From an optimization exercise on the open Yosys and OpenROAD flow, aimed at small area and a short achievable clock period; shortcuts taken in it are not production practice. Only simulation tests tie the RTL to the original design; equivalence was not proved.

[design/flow/run.sh]
#!/bin/bash
# synth_recipe.tcl (not shown) runs the flow's synth.tcl, then flattens the netlist and writes it again
# the make line also repeats each setting of config.mk as NAME=value (left out here)
make -C /OpenROAD-flow-scripts/flow DESIGN_CONFIG=/design/flow/config.mk WORK_HOME=/design/flow/orfs CLKGATE_MAP_FILE= SYNTH_SCRIPT=/design/flow/synth_recipe.tcl finish
[design/flow/config.mk]
export PLATFORM = sky130hd
export DESIGN_NAME = ahb_bus_matrix
export DESIGN_NICKNAME = ahb_bus_matrix
export VERILOG_FILES = /design/flow/design.v
export SDC_FILE = /design/flow/constraint.sdc
export NUM_CORES = 4
export LEC_CHECK = 0
export CAP_MARGIN = 20
export CORE_AREA = 6 6 274 274
export DIE_AREA = 0 0 280 280
export SETUP_SLACK_MARGIN = 1.0
export SLEW_MARGIN = 20
[design/flow/constraint.sdc]
create_clock -name core_clock -period 4.0 [get_ports {HCLK}]
set_input_delay 0.8000 -clock core_clock [delete_from_list [all_inputs] [get_ports {HCLK}]]
set_output_delay 0.8000 -clock core_clock [all_outputs]
set_load 0.01 [all_outputs]
[design/flow/design.v]
module ahb_arbiter3
(
  input HBUSREQx0,
  input HLOCKx0,
  output reg HGRANTx0,
  input HBUSREQx1,
  input HLOCKx1,
  output reg HGRANTx1,
  input HBUSREQx2,
  input HLOCKx2,
  output reg HGRANTx2,
  input HBUSREQx3,
  input HLOCKx3,
  output reg HGRANTx3,
  input [31:0] HADDR,
  input [1:0] HTRANS,
  input [2:0] HBURST,
  input [3:0] HSPLIT,
  input [1:0] HRESP,
  input HREADY,
  input HRESETn,
  input HCLK,
  output HMASTLOCK,
  output [3:0] HMASTER,
  output [3:0] HMASTERD
);
reg [3:0] HMASTER_l;
reg [3:0] HMASTERD_l;
reg HMASTLOCK_l;
reg [1:0] grant;
reg [1:0] next_grant;
reg is_degrant;
wire is_locked;
reg is_fixed_length;
reg is_split;
reg is_retry;
reg [5:0] count;
reg [5:0] next_count;
reg [3:0] req_mask;
reg [3:0] next_req_mask;
always @ (*) begin
  if((HGRANTx0 && HLOCKx0) ||
     (HGRANTx1 && HLOCKx1) || 
     (HGRANTx2 && HLOCKx2) ||
     (HGRANTx3 && HLOCKx3)) begin
    HMASTLOCK_l = 1'b1;
  end
  else begin
    HMASTLOCK_l = 1'b0;
  end
end
assign HMASTLOCK = HMASTLOCK_l;
always @ (posedge HCLK or negedge HRESETn) begin
  if(!HRESETn) begin
    grant <= 2'b01;  
  end
  else begin
    if((is_locked && (HRESP == 2'b11)) ||
       (HGRANTx1 && HRESP == 2'b11 && !HBUSREQx2 && !HBUSREQx3) ||
       (req_mask == 4'b0)) begin
      grant <= 2'b00;
    end
    else if(is_degrant) begin
      grant <= next_grant;
    end
  end
end
always @ (*) begin
  if(HBUSREQx3 && req_mask[3]) begin
    next_grant = 4'h3;
  end
  else if(HBUSREQx2 && req_mask[2]) begin
    next_grant = 4'h2;
  end
  else begin
    next_grant = 4'h1;
  end
end
always @ (*) begin
  HGRANTx0 = 1'b0;
  HGRANTx1 = 1'b0;
  HGRANTx2 = 1'b0;
  HGRANTx3 = 1'b0;
  case(grant) 
    4'h3: HGRANTx3 = 1'b1;
    4'h2: HGRANTx2 = 1'b1;
    4'h1: HGRANTx1 = 1'b1;
    4'h0: HGRANTx0 = 1'b1;
  endcase
end
always @ (posedge HCLK or negedge HRESETn) begin
  if(!HRESETn) begin
    HMASTER_l <= 2'b01;  
  end
  else if(HREADY) begin
    HMASTER_l <= grant;
  end
end
assign HMASTER = HMASTER_l;
always @ (posedge HCLK or negedge HRESETn) begin
  if(!HRESETn) begin
    HMASTERD_l <= 0;
  end
  else begin
    if(HREADY) begin
      HMASTERD_l <= HMASTER_l;
    end
    else begin
      HMASTERD_l <= HMASTERD_l;
    end
  end
end
assign HMASTERD = HMASTERD_l;
always @ (*) begin
  if((HGRANTx0 && !HBUSREQx0) || 
     (HGRANTx1 && !HBUSREQx1) ||
     (HGRANTx2 && !HBUSREQx2) ||
     (HGRANTx3 && !HBUSREQx3)) begin
    is_degrant = 1'b1; 
  end
  else if(HTRANS == 2'b00) begin
    is_degrant = 1'b1;
  end
  else if(is_fixed_length && 
         (!is_locked) && 
         (next_count == 1'b0 || next_count == 1'b1)) begin
    is_degrant = 1'b1;
  end
  else if(is_split) begin
    is_degrant = 1'b1;
  end
  else if(is_retry) begin
    is_degrant = 1'b1;
  end
  else begin
    is_degrant = 1'b0;
  end
end
assign is_locked = (HGRANTx0 && HLOCKx0) ||
                   (HGRANTx1 && HLOCKx1) ||
                   (HGRANTx2 && HLOCKx2) ||
                   (HGRANTx3 && HLOCKx3);
always @ (posedge HCLK or negedge HRESETn) begin
  if(!HRESETn) begin
    is_fixed_length <= 1'b0;
  end
  else begin
    case(HBURST) 
      3'b000: is_fixed_length <= 1'b1;
      3'b001:   is_fixed_length <= 1'b0;
      3'b010:  is_fixed_length <= 1'b1;
      3'b011:  is_fixed_length <= 1'b1;
      3'b100:  is_fixed_length <= 1'b1;
      3'b101:  is_fixed_length <= 1'b1;
      3'b110: is_fixed_length <= 1'b1;
      3'b111: is_fixed_length <= 1'b1;
    endcase
  end
end
always @ (posedge HCLK or negedge HRESETn) begin
  if (!HRESETn) begin
    is_split <= 1'b0;
  end
  else begin
    if(HRESP == 2'b11) begin
      is_split <= 1'b1;
    end
    else begin
      is_split <= 1'b0;
    end
  end
end
always @ (posedge HCLK or negedge HRESETn) begin
  if (!HRESETn) begin
    is_retry <= 1'b0;
  end
  else begin
    if(HRESP == 2'b10) begin
      is_retry <= 1'b1;
    end
    else begin
      is_retry <= 1'b0;
    end
  end
end
always @ (*) begin
  if(HTRANS == 2'b10) begin
    if(HREADY) begin
      case(HBURST)
        3'b000: next_count = 6'h0;
        3'b001:   next_count = 6'h20;  
        3'b010:  next_count = 6'h3;
        3'b011:  next_count = 6'h3;
        3'b100:  next_count = 6'h7;
        3'b101:  next_count = 6'h7;
        3'b110: next_count = 6'hf;
        3'b111: next_count = 6'hf;
      endcase
    end  
    else begin
      case(HBURST)
        3'b000: next_count = 6'h1;
        3'b001:   next_count = 6'h20;  
        3'b010:  next_count = 6'h4;
        3'b011:  next_count = 6'h4;
        3'b100:  next_count = 6'h8;
        3'b101:  next_count = 6'h8;
        3'b110: next_count = 6'h10;
        3'b111: next_count = 6'h10;
      endcase
    end  
  end  
  else if(HTRANS == 2'b01)begin
    next_count = count;
  end
  else if(HTRANS == 2'b00)begin
    next_count = 6'h0;
  end
  else begin
    if(HREADY) begin
      if(count[5] == 1) begin  
        next_count = count;  
      end
      else begin
        next_count = count - 1;
      end
    end
    else begin
      next_count = count;
    end
  end
end
always @ (posedge HCLK or negedge HRESETn) begin
  if(!HRESETn) begin
    count <= 6'b0;
  end
  else begin
    count <= next_count;
  end
end
always @ (*) begin
  next_req_mask = req_mask | HSPLIT;
  if(is_split) begin
    case(HMASTER)
      2'b00: next_req_mask[0] = 1'b0;
      2'b01: next_req_mask[1] = 1'b0;
      2'b10: next_req_mask[2] = 1'b0;
      2'b11: next_req_mask[3] = 1'b0;
    endcase
  end
end
always @ (posedge HCLK or negedge HRESETn) begin
  if(!HRESETn) begin
    req_mask <= 4'b1111;
  end
  else begin
    req_mask <= next_req_mask;
  end
end
endmodule
module ahb_decoder
(
  input [31:0] HADDR,
  output reg HSELx0,
  output reg HSELx1,
  output reg HSELx2,
  output reg HSELx3,
  output reg HSELx4,
  output reg HSELx5,
  output reg HSELx6
);
always @ (*) begin
  HSELx0 = 1'b0;
  HSELx1 = 1'b0;
  HSELx2 = 1'b0;
  HSELx3 = 1'b0;
  HSELx4 = 1'b0;
  HSELx5 = 1'b0;
  HSELx6 = 1'b0;
  case(HADDR[31:28]) 
    4'h1: HSELx1 = 1'b1;
    4'h2: HSELx2 = 1'b1;
    4'h3: HSELx3 = 1'b1;
    4'h4: HSELx4 = 1'b1;
    4'h5: HSELx5 = 1'b1;
    4'h6: HSELx6 = 1'b1;
    default: HSELx0 = 1'b1;
  endcase
end
endmodule
module ahb_mux_m2s
(
  input [31:0] HADDRx0,
  input HWRITEx0,
  input [1:0] HTRANSx0,
  input [2:0] HSIZEx0,
  input [2:0] HBURSTx0,
  input [31:0] HWDATAx0,
  input [31:0] HADDRx1,
  input HWRITEx1,
  input [1:0] HTRANSx1,
  input [2:0] HSIZEx1,
  input [2:0] HBURSTx1,
  input [31:0] HWDATAx1,
  input [31:0] HADDRx2,
  input HWRITEx2,
  input [1:0] HTRANSx2,
  input [2:0] HSIZEx2,
  input [2:0] HBURSTx2,
  input [31:0] HWDATAx2,
  input [31:0] HADDRx3,
  input HWRITEx3,
  input [1:0] HTRANSx3,
  input [2:0] HSIZEx3,
  input [2:0] HBURSTx3,
  input [31:0] HWDATAx3,
  input [3:0] HMASTER,
  input [3:0] HMASTERD, 
  output reg [31:0] HADDR,
  output reg HWRITE,
  output reg [1:0] HTRANS,
  output reg [2:0] HSIZE,
  output reg [2:0] HBURST,
  output reg [31:0] HWDATA
);
always @ (*) begin
  case(HMASTER)
    4'h0: begin
      HADDR = HADDRx0;
      HWRITE = HWRITEx0;
      HTRANS = HTRANSx0;
      HSIZE = HSIZEx0;
      HBURST = HBURSTx0;
    end
    4'h2: begin
      HADDR = HADDRx2;
      HWRITE = HWRITEx2;
      HTRANS = HTRANSx2;
      HSIZE = HSIZEx2;
      HBURST = HBURSTx2;
    end
    4'h3: begin
      HADDR = HADDRx3;
      HWRITE = HWRITEx3;
      HTRANS = HTRANSx3;
      HSIZE = HSIZEx3;
      HBURST = HBURSTx3;
    end
    default: begin
      HADDR = HADDRx1;
      HWRITE = HWRITEx1;
      HTRANS = HTRANSx1;
      HSIZE = HSIZEx1;
      HBURST = HBURSTx1;
    end
  endcase
end
always @ (*) begin
  case(HMASTERD) 
    4'h0: HWDATA = HWDATAx0;
    4'h2: HWDATA = HWDATAx2;
    4'h3: HWDATA = HWDATAx3;
    default: HWDATA = HWDATAx1;
  endcase
end
endmodule
module ahb_mux_s2m
(
  input HCLK,
  input HRESETn,
  input [31:0] HRDATAx0,
  input [31:0] HRDATAx1,
  input [31:0] HRDATAx2,
  input [31:0] HRDATAx3,
  input [31:0] HRDATAx4,
  input [31:0] HRDATAx5,
  input [31:0] HRDATAx6,
  input HSELx0,
  input HSELx1,
  input HSELx2,
  input HSELx3,
  input HSELx4,
  input HSELx5,
  input HSELx6,
  input HREADYx0,
  input HREADYx1,
  input HREADYx2,
  input HREADYx3,
  input HREADYx4,
  input HREADYx5,
  input HREADYx6,
  input [1:0] HRESPx0,
  input [1:0] HRESPx1,
  input [1:0] HRESPx2,
  input [1:0] HRESPx3,
  input [1:0] HRESPx4,
  input [1:0] HRESPx5,
  input [1:0] HRESPx6,
  output reg HREADY,
  output reg [1:0] HRESP,
  output reg [31:0] HRDATA
);
reg [3:0] slave_select;
always @ (posedge HCLK or negedge HRESETn) begin
  if(!HRESETn) begin
    slave_select <= 16'b0;
  end
  else begin
    if(HREADY) begin
      case({HSELx6, HSELx5, HSELx4, HSELx3, HSELx2, HSELx1, HSELx0})
        7'b10: slave_select <= 4'h1;
        7'b100: slave_select <= 4'h2;
        7'b1000: slave_select <= 4'h3;
        7'b10000: slave_select <= 4'h4;
        7'b100000: slave_select <= 4'h5;
        7'b1000000: slave_select <= 4'h6;
        default: slave_select <= 4'h0;
      endcase
    end
  end
end
always @ (*) begin
  case(slave_select)
    4'h1: HRDATA = HRDATAx1;
    4'h2: HRDATA = HRDATAx2;
    4'h3: HRDATA = HRDATAx3;
    4'h4: HRDATA = HRDATAx4;
    4'h5: HRDATA = HRDATAx5;
    4'h6: HRDATA = HRDATAx6;
    default: HRDATA = HRDATAx0;
  endcase
end
always @ (*) begin
  case(slave_select)
    4'h1: begin
      HRESP = HRESPx1;
      HREADY = HREADYx1;
    end
    4'h2: begin
      HRESP = HRESPx2;
      HREADY = HREADYx2;
    end
    4'h3: begin
      HRESP = HRESPx3;
      HREADY = HREADYx3;
    end
    4'h4: begin
      HRESP = HRESPx4;
      HREADY = HREADYx4;
    end
    4'h5: begin
      HRESP = HRESPx5;
      HREADY = HREADYx5;
    end
    4'h6: begin
      HRESP = HRESPx6;
      HREADY = HREADYx6;
    end
    default: begin
      HRESP = HRESPx0;
      HREADY = HREADYx0;
    end
  endcase
end
endmodule
module ahb_bus_matrix
(
  input HBUSREQx0,
  input HBUSREQx1,
  input HBUSREQx2,
  input HBUSREQx3,
  input HLOCKx0,
  input HLOCKx1,
  input HLOCKx2,
  input HLOCKx3,
  input [1:0] HTRANSx0,
  input [1:0] HTRANSx1,
  input [1:0] HTRANSx2,
  input [1:0] HTRANSx3,
  input [31:0] HADDRx0,
  input [31:0] HADDRx1,
  input [31:0] HADDRx2,
  input [31:0] HADDRx3,
  input HWRITEx0,
  input HWRITEx1,
  input HWRITEx2,
  input HWRITEx3,
  input [2:0] HSIZEx0,
  input [2:0] HSIZEx1,
  input [2:0] HSIZEx2,
  input [2:0] HSIZEx3,
  input [2:0] HBURSTx0,
  input [2:0] HBURSTx1,
  input [2:0] HBURSTx2,
  input [2:0] HBURSTx3,
  input [31:0] HWDATAx0,
  input [31:0] HWDATAx1,
  input [31:0] HWDATAx2,
  input [31:0] HWDATAx3,
  input HREADYx0,
  input HREADYx1,
  input HREADYx2,
  input HREADYx3,
  input HREADYx4,
  input HREADYx5,
  input HREADYx6,
  input [1:0] HRESPx0,
  input [1:0] HRESPx1,
  input [1:0] HRESPx2,
  input [1:0] HRESPx3,
  input [1:0] HRESPx4,
  input [1:0] HRESPx5,
  input [1:0] HRESPx6,
  input [31:0] HRDATAx0,
  input [31:0] HRDATAx1,
  input [31:0] HRDATAx2,
  input [31:0] HRDATAx3,
  input [31:0] HRDATAx4,
  input [31:0] HRDATAx5,
  input [31:0] HRDATAx6, 
  input [3:0] HSPLITx0,
  input [3:0] HSPLITx1,
  input [3:0] HSPLITx2,
  input [3:0] HSPLITx3,
  input [3:0] HSPLITx4,
  input [3:0] HSPLITx5,
  input [3:0] HSPLITx6,
  output HGRANTx0,
  output HGRANTx1,
  output HGRANTx2,
  output HGRANTx3,
  output HSELx0,
  output HSELx1,
  output HSELx2,
  output HSELx3,
  output HSELx4,
  output HSELx5,
  output HSELx6,
  input HRESETn,
  input HCLK,
  output [1:0] HTRANS,
  output [31:0] HADDR,
  output HWRITE,
  output [2:0] HSIZE,
  output [2:0] HBURST,
  output [31:0] HWDATA,
  output HREADY,
  output [1:0] HRESP,
  output [31:0] HRDATA,
  output [3:0] HMASTER,
  output HMASTLOCK
);
wire [3:0] HMASTERD;
wire [3:0] HSPLIT;
ahb_arbiter3 arbiter3
(
  .HBUSREQx0,
  .HLOCKx0,
  .HGRANTx0,
  .HBUSREQx1,
  .HLOCKx1,
  .HGRANTx1,
  .HBUSREQx2,
  .HLOCKx2,
  .HGRANTx2,
  .HBUSREQx3,
  .HLOCKx3,
  .HGRANTx3,
  .HADDR,
  .HSPLIT,
  .HTRANS,
  .HBURST,
  .HRESP,
  .HREADY,
  .HRESETn,
  .HCLK,
  .HMASTER,
  .HMASTERD,
  .HMASTLOCK
);
ahb_decoder decoder
(
  .HADDR,
  .HSELx0,
  .HSELx1,
  .HSELx2,
  .HSELx3,
  .HSELx4,
  .HSELx5,
  .HSELx6
);
ahb_mux_m2s m2s_mux
(
  .HADDRx0,
  .HWRITEx0,
  .HTRANSx0,
  .HSIZEx0,
  .HBURSTx0,
  .HWDATAx0,
  .HADDRx1,
  .HWRITEx1,
  .HTRANSx1,
  .HSIZEx1,
  .HBURSTx1,
  .HWDATAx1,
  .HADDRx2,
  .HWRITEx2,
  .HTRANSx2,
  .HSIZEx2,
  .HBURSTx2,
  .HWDATAx2,
  .HADDRx3,
  .HWRITEx3,
  .HTRANSx3,
  .HSIZEx3,
  .HBURSTx3,
  .HWDATAx3,
  .HMASTER,
  .HMASTERD,
  .HADDR,
  .HWRITE,
  .HTRANS,
  .HSIZE,
  .HBURST,
  .HWDATA
);
ahb_mux_s2m s2m_mux
(
  .HCLK,
  .HRESETn,
  .HRDATAx0,
  .HRDATAx1,
  .HRDATAx2,
  .HRDATAx3,
  .HRDATAx4,
  .HRDATAx5,
  .HRDATAx6,
  .HSELx0,
  .HSELx1,
  .HSELx2,
  .HSELx3,
  .HSELx4,
  .HSELx5,
  .HSELx6,
  .HREADYx0,
  .HREADYx1,
  .HREADYx2,
  .HREADYx3,
  .HREADYx4,
  .HREADYx5,
  .HREADYx6,
  .HRESPx0,
  .HRESPx1,
  .HRESPx2,
  .HRESPx3,
  .HRESPx4,
  .HRESPx5,
  .HRESPx6,
  .HREADY,
  .HRESP,
  .HRDATA
);
assign HSPLIT = (HSPLITx0 |
                 HSPLITx1 |
                 HSPLITx2 |
                 HSPLITx3 |
                 HSPLITx4 |
                 HSPLITx5 |
                 HSPLITx6);
endmodule
==> summary.txt <==
[what timing repair did]
item	in CTS	in global routing
setup endpoints to repair	120	75
hold endpoints to repair	0	0
gates resized for setup	336	148
setup buffers	67	24
pin swaps	22	26
cloned	2	3
[cell usage after synthesis, types with 14 or more instances]
cell type / number
a221oi_1: 20
mux4_2: 73
clkbuf_1: 42
o22ai_1: 19
o21ai_0: 48
inv_1: 14
mux2i_1: 25
a21oi_1: 40
dfrtp_1: 16
nor2_1: 87
nand2_1: 41
[state kept, by name, indices dropped and copies added, names as in the netlist]
register                  flops
arbiter3.HMASTERD_l           2
arbiter3.HMASTER_l            2
s2m_mux.slave_select          3
arbiter3.is_split             1
arbiter3.grant                2
arbiter3.is_retry             1
arbiter3.req_mask             4
arbiter3.is_fixed_length      1
arbiter3.count                6
[area by class of cell]
| type | instances | share of cell area [%] |
|---|---|---|
| Timing Repair Buffer | 837 | 55.9 |
| Multi-Input combinational cell | 483 | 31.1 |
| Tap cell | 940 | 7.89 |
| Sequential cell | 22 | 3.90 |
| Clock buffer | 3 | 0.504 |
| Inverter | 15 | 0.470 |
| Clock inverter | 1 | 0.202 |
| Antenna cell | 2 | 0.0336 |
[power by group through the flow]
stage          Combinational (mW)  Sequential [mW]  Clock, mW
3_3_place_gp                 6.62            0.634          0
4_1_cts                      7.58            0.503      0.302
2_1_floorplan                3.20            0.376          0
3_5_place_dp                 6.62            0.637          0
5_1_grt                      8.57            0.507      0.311
6_report                     8.06            0.489      0.292
[layer usage]
metal | share of wire, % | up-vias
li1 | - | 3866
met1 | 39 | 4102
met2 | 50 | 506
met3 | 6.9 | 63
met4 | 3.8 | 0
met5 | 0 | -
[how the worst max path moves through the flow]
stage	start	endpoint	slack, ns
final	HREADYx3	arbiter3.grant[1]	0.67
after global routing	HREADYx3	arbiter3.grant[1]	0.61
after CTS	s2m_mux.slave_select[0]	arbiter3.grant[1]	0.59
after detailed placement	HREADYx2	HREADY	-0.05
after global placement	HREADYx2	HREADY	-0.05
after floorplan	HREADYx2	arbiter3.grant[1]	0.94
[logic make-up after synthesis]
logic type,after synthesis,share of synthesized area [%]
compound gates,195,26.7
simple gates,170,14.8
mux,111,40.3
buf+inv,74,6.21
flops,22,11.0
xor+xnor,4,0.690
fa+ha+maj,1,0.247
other cells,1,0.0739
==> impl_metrics.ini <==
[status]
status = no timing/DRC/antenna violations

[placement]
dp_hpwl_um = 43700
portBuffers = 696
placed_area_mm2 = 0.0134
place_ws_ns = -0.0519
dp_cells = 2201
gp_congestion = 0.975

[synth]
synth.area.top_cells = mux4_2, dfrtp_1, nor2_1
yosysUniqueCellTypes = 63
synth_top_cell_by_area = mux4_2
syn-cell-area_mm2 = 0.00507
yosys_warnings = 4
avgSynthCellArea_um2 = 8.78
synth_edf_count = 0
synthFlopType = dfrtp_1
synthCells = 578
async_flop_share_pct = 100
netlist.area_leader.share_pct = 32.4
ys_ff_latch = 22
ys_seq_area_share_pct = 11.0

[global_route]
grtUsageMet1_pct = 14.1
grt_pass1_wl_um = 68400
grt-busiest-layer = met2
use_met2_pct = 21.6
track_usage_pct = 11.9
grt_max_degree = 34
grtUsageMet3_pct = 2.24
antenna_found_initial = 8
overflow = 0
first_global_vias = 9392

[critical_path]
critPathArrivalTime_ns = 3.48
r2r_end = arbiter3.grant[1]
reg2reg_depth = 10
crit_type = input pin to flop
cp_slowest_stage_delay_ns = 0.63
cp_num_cells = 11
rr_startpoint = s2m_mux.slave_select[1]
critPathTopFamily = compound AO/OA/AOI/OAI gates
worst_setup_path_end_kind = flop
cp_max_fo = 2
critPathLaunchType = input pin
ff2ff_setup_slack_ns = 0.71
cpMostUsedCell = mux2_4
crit_slowest_cell = a222oi_1
cp_data_required_time_ns = 4.15
path_cells = clkdlybuf4s15_1, nand2_1, a222oi_1, buf_4, buf_6, o221ai_4, mux2_4, o32ai_4, or4b_4, o31ai_4, mux2_4
crit_buf_inv = 3

[finish]
syn_to_final_growth_pct = 194
nFillCells = 7628
multiInputGateArea_mm2 = 0.00464
post-route-util_pct = 21.1
layout-drive-gt1-share_pct = 28.1
regArea_um2 = 581
final_cell_area_mm2 = 0.0149
final_cell_mix = clkdlybuf4s50_1, nor2_1, mux4_2
final_common_cell = clkdlybuf4s50_1
stdcell_count = 2303
nets = 1938

[worst_hold_path]
min_to = arbiter3.count[5]
hold_class = flop to flop
min_from = arbiter3.count[5]
hold_depth = 1

[timing]
drv_slew = 0
rsz0062_at_grt = yes
fin_hold_ws_ns = 0.556
setup-tns-final_ns = 0
fmax_ghz = 0.300
worstMarginPinSlew_ns = 0.883
period_share_pct = 83.3
fin_skew_ns = 0.00116
hold_violations = 0
worst_slack_ns = 0.668
finalCriticalPeriod_ns = 3.33
setup_viol = 0
slew_headroom_pct = 41.0

[floorplan]
die_h_um = 280
start_util_pct = 7.20
ios = 699
coreArea_mm2 = 0.0705
dieWidth_um = 280
die-area_mm2 = 0.0784
fp-row-count = 97

[power]
swShare_pct = 46.1
combinationalPowerShare_pct = 91.2
irDropWorstVdd_v = 0.000397
p_leak_nw = 5.68
finalPower_mw = 8.84
clkPwrFrac_pct = 3.3
p_per_area_mw_per_mm2 = 593
p_sw_mw = 4.07
p_seq_share_pct = 5.5
internal_power_mw = 4.76

[cts]
h-tree-depth = 1
path_clk_slew_ns = 0.06
cts.sinks = 22
cts_buffer_depth = 2
cts-root-buf = clkbuf_16
tritoncts = built
cts_buffers = 3
cts_hold_buffers = 0
clock_latency_ns = 0.26

[detailed_routing]
dr.pass1.iters = 5
drt_iter0_drc = 337
finalWirelength_um = 52200
vias = 8537
wl_per_cell_um = 22.7
vias_per_cell = 3.71
drc = 0
postRouteAntennaNets = 0

[job]
drv_cap = 0

## re-timing with driven ports
The flow's constraints put no driver on any port. The routed layout listed below was extracted and timed again, unchanged, in two steps.
Step 1 sets driving cells, clkbuf_16 on the clock port and buf_2 on the other inputs (assumed; they add their load-dependent delay and slew).
Step 2 also shifts input and output timing later by t, the mid clock arrival at the registers, as if the neighbouring blocks saw the same clock.
a / b / c = ideal ports / drivers / drivers and shift; a / b = the first two.
t, ns: 0.303
setup slack, ns: 0.668 / 0.675 / 0.372
latest minus earliest clock arrival (ns): 0.001 / 0.002
worst data-port slew with drivers (ns): 0.16
After both steps setup and hold are still met in this run. The setup slack of this run moves by +0.007 ns with the drivers and by -0.296 ns with both steps.
